Background: an optimization exercise with open tools, aiming at small area and a short achievable clock period. Do not read the settings as production practice. Function was checked by simulation only, so behaviour that the tests miss may differ from the original. No activity file was given, so power comes from the tool's default toggle rates.

## design.v

```verilog
module EntryBox(Ai, Bi, Pi, Gi);
  input Ai, Bi;
  output Pi, Gi;
  wire Pi, Gi;
  xor(Pi, Ai, Bi);
  and(Gi, Ai, Bi);
endmodule
module GenerateBox(Pi, Gi, Gki, G);
  input Pi, Gi, Gki;
  output G;
  wire G;
  wire w1, w2;
  and(w1, Pi, Gki);
  or(G, w1, Gi);
endmodule
module PropagateBox(Pi, Gi, Pki, Gki, P, G);
  input Pi, Gi, Pki, Gki;
  output P, G;
  wire P, G;
  and(P, Pi, Pki);  
  GenerateBox gbox(.Pi(Pi), .Gi(Gi), .Gki(Gki), .G(G));
endmodule
module SumBlock(Pi, Gki, Si);
  input Pi, Gki;
  output Si;
  wire Si;
  xor(Si, Pi, Gki);
endmodule
`timescale 1ns / 1ns
module KoggeStoneAdder8bit(A, B, Ci, S, Co);
  input Ci;
  input [7:0] A, B;
  output [7:0] S;
  output Co;
  wire [7:0] S;
  wire Co;
  wire P00, P01, P02, P03, P04, P05, P06, P07;
  wire G00, G01, G02, G03, G04, G05, G06, G07;
  wire P11, P12, P13, P14, P15, P16, P17;
  wire G10, G11, G12, G13, G14, G15, G16, G17;
  wire P23, P24, P25, P26, P27;
  wire G21, G22, G23, G24, G25, G26, G27;
  wire P37;
  wire G33, G34, G35, G36;
  EntryBox E0(.Ai(A[0]), .Bi(B[0]), .Pi(P00), .Gi(G00));
  EntryBox E1(.Ai(A[1]), .Bi(B[1]), .Pi(P01), .Gi(G01));
  EntryBox E2(.Ai(A[2]), .Bi(B[2]), .Pi(P02), .Gi(G02));
  EntryBox E3(.Ai(A[3]), .Bi(B[3]), .Pi(P03), .Gi(G03));
  EntryBox E4(.Ai(A[4]), .Bi(B[4]), .Pi(P04), .Gi(G04));
  EntryBox E5(.Ai(A[5]), .Bi(B[5]), .Pi(P05), .Gi(G05));
  EntryBox E6(.Ai(A[6]), .Bi(B[6]), .Pi(P06), .Gi(G06));
  EntryBox E7(.Ai(A[7]), .Bi(B[7]), .Pi(P07), .Gi(G07));
  GenerateBox  GB10 (.Pi(P00), .Gi(G00), .Gki(Ci),  .G(G10));
  PropagateBox PB11 (.Pi(P01), .Gi(G01), .Pki(P00), .Gki(G00), .P(P11), .G(G11));
  PropagateBox PB12 (.Pi(P02), .Gi(G02), .Pki(P01), .Gki(G01), .P(P12), .G(G12));
  PropagateBox PB13 (.Pi(P03), .Gi(G03), .Pki(P02), .Gki(G02), .P(P13), .G(G13));
  PropagateBox PB14 (.Pi(P04), .Gi(G04), .Pki(P03), .Gki(G03), .P(P14), .G(G14));
  PropagateBox PB15 (.Pi(P05), .Gi(G05), .Pki(P04), .Gki(G04), .P(P15), .G(G15));
  PropagateBox PB16 (.Pi(P06), .Gi(G06), .Pki(P05), .Gki(G05), .P(P16), .G(G16));
  PropagateBox PB17 (.Pi(P07), .Gi(G07), .Pki(P06), .Gki(G06), .P(P17), .G(G17));
  GenerateBox  GB21 (.Pi(P11), .Gi(G11), .Gki(Ci),  .G(G21));
  GenerateBox  GB22 (.Pi(P12), .Gi(G12), .Gki(G10), .G(G22));
  PropagateBox PB23 (.Pi(P13), .Gi(G13), .Pki(P11), .Gki(G11), .P(P23), .G(G23));
  PropagateBox PB24 (.Pi(P14), .Gi(G14), .Pki(P12), .Gki(G12), .P(P24), .G(G24));
  PropagateBox PB25 (.Pi(P15), .Gi(G15), .Pki(P13), .Gki(G13), .P(P25), .G(G25));
  PropagateBox PB26 (.Pi(P16), .Gi(G16), .Pki(P14), .Gki(G14), .P(P26), .G(G26));
  PropagateBox PB27 (.Pi(P17), .Gi(G17), .Pki(P15), .Gki(G15), .P(P27), .G(G27));
  GenerateBox  GB33 (.Pi(P23), .Gi(G23), .Gki(Ci),  .G(G33));
  GenerateBox  GB34 (.Pi(P24), .Gi(G24), .Gki(G10), .G(G34));
  GenerateBox  GB35 (.Pi(P25), .Gi(G25), .Gki(G21), .G(G35));
  GenerateBox  GB36 (.Pi(P26), .Gi(G26), .Gki(G22), .G(G36));
  PropagateBox PB37 (.Pi(P27), .Gi(G27), .Pki(P23), .Gki(G23), .P(P37), .G(G37));
  GenerateBox  GB47 (.Pi(P37), .Gi(G37), .Gki(Ci), .G(Co)); 
  SumBlock S0(.Pi(P00), .Gki(Ci),  .Si(S[0]));
  SumBlock S1(.Pi(P01), .Gki(G10), .Si(S[1]));
  SumBlock S2(.Pi(P02), .Gki(G21), .Si(S[2]));
  SumBlock S3(.Pi(P03), .Gki(G22), .Si(S[3]));
  SumBlock S4(.Pi(P04), .Gki(G33), .Si(S[4]));
  SumBlock S5(.Pi(P05), .Gki(G34), .Si(S[5]));
  SumBlock S6(.Pi(P06), .Gki(G35), .Si(S[6]));
  SumBlock S7(.Pi(P07), .Gki(G36), .Si(S[7]));
endmodule
`timescale 1ns / 1ns
module KSA_24bit(Ci, A, B, S, Co);
	input Ci;						 
	input [23:0] A, B;			 
	output wire [23:0] S;		 
	output wire Co;				 
	wire W1, W2;
	KoggeStoneAdder8bit KSA0(.A(A[7:0]),   .B(B[7:0]),   .Ci(Ci), .S(S[7:0]),   .Co(W1));
	KoggeStoneAdder8bit KSA1(.A(A[15:8]),  .B(B[15:8]),  .Ci(W1), .S(S[15:8]),  .Co(W2));
	KoggeStoneAdder8bit KSA2(.A(A[23:16]), .B(B[23:16]), .Ci(W2), .S(S[23:16]), .Co(Co));
endmodule
`timescale 1ns / 1ps
module FSA(clk, rst, Multiplicand, Multiplier, Result);
	input clk, rst;
	input [11:0] Multiplicand;
	input [11:0] Multiplier;
	output reg [23:0] Result;
	wire [23:0] W0, W1, W2, W3, W4, W5, W6, W7, W8, W9, W10, W11, W12;
	wire [11:0] WAND0, WAND1, WAND2, WAND3, WAND4, WAND5, WAND6, WAND7, WAND8, WAND9, WAND10, WAND11;
	and(WAND0[0], Multiplicand[0], Multiplier[0]);
	and(WAND0[1], Multiplicand[1], Multiplier[0]);
	and(WAND0[2], Multiplicand[2], Multiplier[0]);
	and(WAND0[3], Multiplicand[3], Multiplier[0]);
	and(WAND0[4], Multiplicand[4], Multiplier[0]);
	and(WAND0[5], Multiplicand[5], Multiplier[0]);
	and(WAND0[6], Multiplicand[6], Multiplier[0]);
	and(WAND0[7], Multiplicand[7], Multiplier[0]);
	and(WAND0[8], Multiplicand[8], Multiplier[0]);
	and(WAND0[9], Multiplicand[9], Multiplier[0]);
	and(WAND0[10], Multiplicand[10], Multiplier[0]);
	and(WAND0[11], Multiplicand[11], ~Multiplier[0]);
	and(WAND1[0], Multiplicand[0], Multiplier[1]);
	and(WAND1[1], Multiplicand[1], Multiplier[1]);
	and(WAND1[2], Multiplicand[2], Multiplier[1]);
	and(WAND1[3], Multiplicand[3], Multiplier[1]);
	and(WAND1[4], Multiplicand[4], Multiplier[1]);
	and(WAND1[5], Multiplicand[5], Multiplier[1]);
	and(WAND1[6], Multiplicand[6], Multiplier[1]);
	and(WAND1[7], Multiplicand[7], Multiplier[1]);
	and(WAND1[8], Multiplicand[8], Multiplier[1]);
	and(WAND1[9], Multiplicand[9], Multiplier[1]);
	and(WAND1[10], Multiplicand[10], Multiplier[1]);
	and(WAND1[11], Multiplicand[11], ~Multiplier[1]);
	and(WAND2[0], Multiplicand[0], Multiplier[2]);
	and(WAND2[1], Multiplicand[1], Multiplier[2]);
	and(WAND2[2], Multiplicand[2], Multiplier[2]);
	and(WAND2[3], Multiplicand[3], Multiplier[2]);
	and(WAND2[4], Multiplicand[4], Multiplier[2]);
	and(WAND2[5], Multiplicand[5], Multiplier[2]);
	and(WAND2[6], Multiplicand[6], Multiplier[2]);
	and(WAND2[7], Multiplicand[7], Multiplier[2]);
	and(WAND2[8], Multiplicand[8], Multiplier[2]);
	and(WAND2[9], Multiplicand[9], Multiplier[2]);
	and(WAND2[10], Multiplicand[10], Multiplier[2]);
	and(WAND2[11], Multiplicand[11], ~Multiplier[2]);
	and(WAND3[0], Multiplicand[0], Multiplier[3]);
	and(WAND3[1], Multiplicand[1], Multiplier[3]);
	and(WAND3[2], Multiplicand[2], Multiplier[3]);
	and(WAND3[3], Multiplicand[3], Multiplier[3]);
	and(WAND3[4], Multiplicand[4], Multiplier[3]);
	and(WAND3[5], Multiplicand[5], Multiplier[3]);
	and(WAND3[6], Multiplicand[6], Multiplier[3]);
	and(WAND3[7], Multiplicand[7], Multiplier[3]);
	and(WAND3[8], Multiplicand[8], Multiplier[3]);
	and(WAND3[9], Multiplicand[9], Multiplier[3]);
	and(WAND3[10], Multiplicand[10], Multiplier[3]);
	and(WAND3[11], Multiplicand[11], ~Multiplier[3]);
	and(WAND4[0], Multiplicand[0], Multiplier[4]);
	and(WAND4[1], Multiplicand[1], Multiplier[4]);
	and(WAND4[2], Multiplicand[2], Multiplier[4]);
	and(WAND4[3], Multiplicand[3], Multiplier[4]);
	and(WAND4[4], Multiplicand[4], Multiplier[4]);
	and(WAND4[5], Multiplicand[5], Multiplier[4]);
	and(WAND4[6], Multiplicand[6], Multiplier[4]);
	and(WAND4[7], Multiplicand[7], Multiplier[4]);
	and(WAND4[8], Multiplicand[8], Multiplier[4]);
	and(WAND4[9], Multiplicand[9], Multiplier[4]);
	and(WAND4[10], Multiplicand[10], Multiplier[4]);
	and(WAND4[11], Multiplicand[11], ~Multiplier[4]);
	and(WAND5[0], Multiplicand[0], Multiplier[5]);
	and(WAND5[1], Multiplicand[1], Multiplier[5]);
	and(WAND5[2], Multiplicand[2], Multiplier[5]);
	and(WAND5[3], Multiplicand[3], Multiplier[5]);
	and(WAND5[4], Multiplicand[4], Multiplier[5]);
	and(WAND5[5], Multiplicand[5], Multiplier[5]);
	and(WAND5[6], Multiplicand[6], Multiplier[5]);
	and(WAND5[7], Multiplicand[7], Multiplier[5]);
	and(WAND5[8], Multiplicand[8], Multiplier[5]);
	and(WAND5[9], Multiplicand[9], Multiplier[5]);
	and(WAND5[10], Multiplicand[10], Multiplier[5]);
	and(WAND5[11], Multiplicand[11], ~Multiplier[5]);
	and(WAND6[0], Multiplicand[0], Multiplier[6]);
	and(WAND6[1], Multiplicand[1], Multiplier[6]);
	and(WAND6[2], Multiplicand[2], Multiplier[6]);
	and(WAND6[3], Multiplicand[3], Multiplier[6]);
	and(WAND6[4], Multiplicand[4], Multiplier[6]);
	and(WAND6[5], Multiplicand[5], Multiplier[6]);
	and(WAND6[6], Multiplicand[6], Multiplier[6]);
	and(WAND6[7], Multiplicand[7], Multiplier[6]);
	and(WAND6[8], Multiplicand[8], Multiplier[6]);
	and(WAND6[9], Multiplicand[9], Multiplier[6]);
	and(WAND6[10], Multiplicand[10], Multiplier[6]);
	and(WAND6[11], Multiplicand[11], ~Multiplier[6]);
	and(WAND7[0], Multiplicand[0], Multiplier[7]);
	and(WAND7[1], Multiplicand[1], Multiplier[7]);
	and(WAND7[2], Multiplicand[2], Multiplier[7]);
	and(WAND7[3], Multiplicand[3], Multiplier[7]);
	and(WAND7[4], Multiplicand[4], Multiplier[7]);
	and(WAND7[5], Multiplicand[5], Multiplier[7]);
	and(WAND7[6], Multiplicand[6], Multiplier[7]);
	and(WAND7[7], Multiplicand[7], Multiplier[7]);
	and(WAND7[8], Multiplicand[8], Multiplier[7]);
	and(WAND7[9], Multiplicand[9], Multiplier[7]);
	and(WAND7[10], Multiplicand[10], Multiplier[7]);
	and(WAND7[11], Multiplicand[11], ~Multiplier[7]);
	and(WAND8[0], Multiplicand[0], Multiplier[8]);
	and(WAND8[1], Multiplicand[1], Multiplier[8]);
	and(WAND8[2], Multiplicand[2], Multiplier[8]);
	and(WAND8[3], Multiplicand[3], Multiplier[8]);
	and(WAND8[4], Multiplicand[4], Multiplier[8]);
	and(WAND8[5], Multiplicand[5], Multiplier[8]);
	and(WAND8[6], Multiplicand[6], Multiplier[8]);
	and(WAND8[7], Multiplicand[7], Multiplier[8]);
	and(WAND8[8], Multiplicand[8], Multiplier[8]);
	and(WAND8[9], Multiplicand[9], Multiplier[8]);
	and(WAND8[10], Multiplicand[10], Multiplier[8]);
	and(WAND8[11], Multiplicand[11], ~Multiplier[8]);
	and(WAND9[0], Multiplicand[0], Multiplier[9]);
	and(WAND9[1], Multiplicand[1], Multiplier[9]);
	and(WAND9[2], Multiplicand[2], Multiplier[9]);
	and(WAND9[3], Multiplicand[3], Multiplier[9]);
	and(WAND9[4], Multiplicand[4], Multiplier[9]);
	and(WAND9[5], Multiplicand[5], Multiplier[9]);
	and(WAND9[6], Multiplicand[6], Multiplier[9]);
	and(WAND9[7], Multiplicand[7], Multiplier[9]);
	and(WAND9[8], Multiplicand[8], Multiplier[9]);
	and(WAND9[9], Multiplicand[9], Multiplier[9]);
	and(WAND9[10], Multiplicand[10], Multiplier[9]);
	and(WAND9[11], Multiplicand[11], ~Multiplier[9]);
	and(WAND10[0], Multiplicand[0], Multiplier[10]);
	and(WAND10[1], Multiplicand[1], Multiplier[10]);
	and(WAND10[2], Multiplicand[2], Multiplier[10]);
	and(WAND10[3], Multiplicand[3], Multiplier[10]);
	and(WAND10[4], Multiplicand[4], Multiplier[10]);
	and(WAND10[5], Multiplicand[5], Multiplier[10]);
	and(WAND10[6], Multiplicand[6], Multiplier[10]);
	and(WAND10[7], Multiplicand[7], Multiplier[10]);
	and(WAND10[8], Multiplicand[8], Multiplier[10]);
	and(WAND10[9], Multiplicand[9], Multiplier[10]);
	and(WAND10[10], Multiplicand[10], Multiplier[10]);
	and(WAND10[11], Multiplicand[11], ~Multiplier[10]);
	and(WAND11[0], ~Multiplicand[0], Multiplier[11]);
	and(WAND11[1], ~Multiplicand[1], Multiplier[11]);
	and(WAND11[2], ~Multiplicand[2], Multiplier[11]);
	and(WAND11[3], ~Multiplicand[3], Multiplier[11]);
	and(WAND11[4], ~Multiplicand[4], Multiplier[11]);
	and(WAND11[5], ~Multiplicand[5], Multiplier[11]);
	and(WAND11[6], ~Multiplicand[6], Multiplier[11]);
	and(WAND11[7], ~Multiplicand[7], Multiplier[11]);
	and(WAND11[8], ~Multiplicand[8], Multiplier[11]);
	and(WAND11[9], ~Multiplicand[9], Multiplier[11]);
	and(WAND11[10], ~Multiplicand[10], Multiplier[11]);
	and(WAND11[11], Multiplicand[11], Multiplier[11]);
  KSA_24bit KSA0(.Ci(1'b0), .A({12'b0, WAND0}), .B({11'b0, WAND1, 1'b0}), .S(W0), .Co());
  KSA_24bit KSA1(.Ci(1'b0), .A({10'b0, WAND2, 2'b0}), .B({9'b0, WAND3, 3'b0}), .S(W1), .Co());
  KSA_24bit KSA2(.Ci(1'b0), .A({8'b0, WAND4, 4'b0}), .B({7'b0, WAND5, 5'b0}), .S(W2), .Co());
  KSA_24bit KSA3(.Ci(1'b0), .A({6'b0, WAND6, 6'b0}), .B({5'b0, WAND7, 7'b0}), .S(W3), .Co());
  KSA_24bit KSA4(.Ci(1'b0), .A({4'b0, WAND8, 8'b0}), .B({3'b0, WAND9, 9'b0}), .S(W4), .Co());
  KSA_24bit KSA5(.Ci(1'b0), .A({2'b0, WAND10, 10'b0}), .B({1'b0, WAND11, 11'b0}), .S(W5), .Co());
  KSA_24bit KSA6(.Ci(1'b0), .A({1'b0, ~Multiplier[11], 10'b0, Multiplier[11], 11'b0}), .B({1'b1, ~Multiplicand[11], 10'b0, Multiplicand[11], 11'b0}), .S(W6), .Co());
  KSA_24bit KSA7(.Ci(1'b0), .A(W0), .B(W1), .S(W7), .Co());
  KSA_24bit KSA8(.Ci(1'b0), .A(W2), .B(W3), .S(W8), .Co());
  KSA_24bit KSA9(.Ci(1'b0), .A(W4), .B(W5), .S(W9), .Co());
  KSA_24bit KSA10(.Ci(1'b0), .A(W7), .B(W8), .S(W10), .Co());
  KSA_24bit KSA11(.Ci(1'b0), .A(W6), .B(W9), .S(W11), .Co());
  KSA_24bit KSA12(.Ci(1'b0), .A(W10), .B(W11), .S(W12), .Co());
	always @(posedge clk) begin
		if(rst == 1'b1) begin			
			Result[23:0] <= 1'b0;
		end else begin
			Result[23:0] <= W12[23:0];
		end
	end
endmodule
```

## run.sh

```bash
#!/bin/bash
# synth_recipe.tcl (not shown) runs the flow's synth.tcl, then flattens the netlist and writes it again
# the make line also repeats each setting of config.mk as NAME=value (left out here)
make -C /OpenROAD-flow-scripts/flow DESIGN_CONFIG=/design/flow/config.mk WORK_HOME=/design/flow/orfs CLKGATE_MAP_FILE= SYNTH_SCRIPT=/design/flow/synth_recipe.tcl finish
```

## config.mk

```make
export PLATFORM = sky130hd
export DESIGN_NAME = FSA
export DESIGN_NICKNAME = FSA
export VERILOG_FILES = /design/flow/design.v
export SDC_FILE = /design/flow/constraint.sdc
export NUM_CORES = 4
export LEC_CHECK = 0
export CAP_MARGIN = 20
export CORE_MARGIN = 2
export CORE_UTILIZATION = 40
export SLEW_MARGIN = 20
```

## constraint.sdc

```tcl
create_clock -name core_clock -period 10.0 [get_ports {clk}]
set_input_delay 2.0000 -clock core_clock [delete_from_list [all_inputs] [get_ports {clk}]]
set_output_delay 2.0000 -clock core_clock [all_outputs]
set_load 0.01 [all_outputs]
```

==> results.yml <==
logic_synthesis:
  synth.distinct_cells: 56
  yosys.area.top_type_share: 0.238
  synthTopCellsByArea: "ha_1 24%, and2_1 10%, xnor2_1 9.8%, fa_1 7.1%, dfxtp_1 6.8%"
  avgSynthCellArea_um2: 7.62
  synth.top_cells.by_count: "135 x ha_1, 114 x and2_1, 96 x nor2_1"
  synth_area_um2: 7090
  async_flop_share: 0
  synth_cells: 931
  yosysWarnings: 2
  synth.most_common_cell: "ha_1"
  ys_seq_elements: 24
  yosys.area.top_type: "ha_1"
  synth_flop_cell: "dfxtp_1"
  synth.net_count: 1117
  yosysSeqAreaShare: 0.0677
  synth_edf_count: 0
timing:
  tns_ps: 0
  slew_viol_final: 0
  setup_viol: 0
  timing.fmax_mhz: 111
  period_minus_slack_ps: 9040
  maxSlewHeadroom: 0.578
  tightest_slew_ps: 626
  worst_slack_ps: 962
  rsz0062_at_grt: "no"
  hold_ws_ps: 2500
  finalCritPeriodShare: 0.904
  finalHoldViolCount: 0
cts:
  post_cts_buffers: 0
  cts_htree_levels: 1
  clock_path_buffers: 2
  clkSlewWorstSetupHoldPaths_ps: 50
  cts_tree: "built"
  cts_buffers: 3
  cts.sinks: 24
  cts-root-buf: "clkbuf_16"
worst_hold_path:
  hold_path_end: "Result[5]"
  worstHoldStart: "rst"
  holdPathStages: 3
  min_path_type: "in -> reg"
die:
  core_um2: 17300
  dieArea_um2: 18800
  die_y_um: 137
  dieWidth_um: 137
  initial_core_util: 0.410
  ios: 50
  rows: 48
route:
  routed_wl_mm: 15.8
  first_pass_iters: 4
  vias_per_cell: 5.06
  num_vias: 5992
  drc: 0
  drt-initial-drc-count: 184
  postRouteAntennaNets: 0
  wl_per_cell_um: 13.3
critical_path:
  cpMaxStageDelayCell: "clkdlybuf4s50_1"
  crit_path_start_kind: "primary input"
  crit_top_cell: "a21oi_1"
  cp.required_ps: 10190
  critPathMaxFanout: 12
  cp-end-kind: "register"
  slowest_delay_ps: 610
  path_class: "in -> reg"
  worst-path-buf-inv: 1
  cp_top_family: "compound AO/OA/AOI/OAI gates"
  arrival_ps: 9220
pwr:
  ir_worst_vdd_mv: 0.268
  leakagePower_nw: 3.91
  power.density_nw_per_um2: 208
layout:
  final_nets: 1148
  fillers: 1789
  final_cells: 1185
  top_register: "Result"
  largestRegisters: "Result: 24 flops"
  regArea_um2: 480
  syn_to_final_growth_pct: 11.1
  drive_gt1_frac: 0.0208
  fin_util: 0.456
  diodes: 0
  largest_reg_flops: 24
  multi_input_area_um2: 6220
placement:
  place_congestion: 0.855
  hpwlAfterDp_mm: 13.7
  dp.cells: 1182
  io_buffers: 49
  dp_slack_ps: 519
global_routing:
  grt_usage: 0.176
  grt_pass1_vias: 5638
  grt_antenna_before_repair: 0
  grt_max_degree: 26
  grt-ovfl-total: 0
  grt_pass1_wl_mm: 26.6
job:
  drv_cap: 0
run_status:
  status: "no timing/DRC/antenna violations"
==> metal layers <==
metal,routed length [um],GRT usage,up-vias
li1,-,-,3209
met1,8610,0.260,2706
met2,6630,0.284,67
met3,330,0.00185,10
met4,217,0.0430,0
met5,0,0,-
==> metrics by stage <==
step                      cell area [um2]  power (mW)
after detailed placement             7800        1.56
after floorplan                      7090        1.28
after global routing                 7880        1.87
final                                7880        1.64
after CTS                            7870        1.66
after global placement               7800        1.55
==> worst max path at each step <==
| stage | from | endpoint | slack [ps] | cells past startpoint |
|---|---|---|---|---|
| global route | Multiplicand[2] | Result[23] | 210 | 35 |
| CTS | Multiplicand[2] | Result[23] | 750 | 35 |
| floorplan | Multiplier[0] | Result[22] | 1720 | 34 |
| detailed placement | Multiplicand[2] | Result[23] | 520 | 35 |
| finish | Multiplicand[2] | Result[23] | 960 | 35 |
| global placement | Multiplier[1] | Result[23] | 690 | 35 |
==> cells by family after synthesis <==
family | Yosys count | synth area share
AOI/OAI and AO/OA | 183 | 0.172
xor gates and xnor gates | 111 | 0.137
adders and majority gates | 160 | 0.309
buffers and inverters | 107 | 0.0566
DFF | 24 | 0.0677
muxes | 3 | 0.00494
other | 1 | 0.000529
and+or+nand+nor | 342 | 0.253
==> what timing repair did <==
action | CTS | global route
endpoints found under the setup margin | 0 | 1
gates resized for setup | 0 | 1
hold buffers | 0 | 0
==> power by group <==
group,internal [mW],total [mW],switching [mW],leakage (nW)
clock network,0.0528,0.0823,0.0295,0.0370
logic,0.674,1.41,0.737,3.68
registers,0.139,0.147,0.00766,0.200
total,0.866,1.64,0.774,3.91
==> cell type report <==
cell class | instances | share of cell area
inverter | 79 | 0.0376
tap | 225 | 0.0357
timing repair buffer | 54 | 0.0670
sequential | 24 | 0.0610
multi-input combinational | 800 | 0.789
clock buffer | 3 | 0.00953
==> worst min-delay path: stages <==
cell             delay [ps]
clkdlybuf4s50_1         400
buf_4                   210
nor2_1                  100
==> cells in the final DEF, fill, tap and decap left out, drive strengths merged, types with 18 or more instances in the layout <==
cell and instances:
a21o 33, a21oi 59, and2 114, clkdlybuf4s50 49, dfxtp 24, fa 25, ha 135, inv 79
nand2 34, nor2 96, nor2b 23, nor3 26, o21ai 32, o21bai 18, xnor2 79, xor2 32

[static timing again, ports no longer ideal]
How much do the figures lean on ideal ports? The routed layout below was timed once more, with nothing changed but the port constraints.
Step 1: set_driving_cell puts a clkbuf_16 on clk and a buf_2 on each other input, an assumption about the parent block.
Step 2 adds t to the input delays and takes it off the output delays; t is the mean of the earliest and latest rising clock arrival at the registers after step 1. Input paths then give back, and output paths get back, about the clock's delay inside the block.
Three values: ideal ports, drivers, drivers and shift; two values: the first two.
t (ns): 0.286
slack for setup (ns): 0.962 / 0.973 / 0.687
worst data-port slew with drivers (ns): 0.04
cell pins on the clock port's net: 1
After both steps this run still meets setup and hold. For this run, drivers alone change the setup slack by +0.011 ns; drivers and shift together by -0.275 ns.
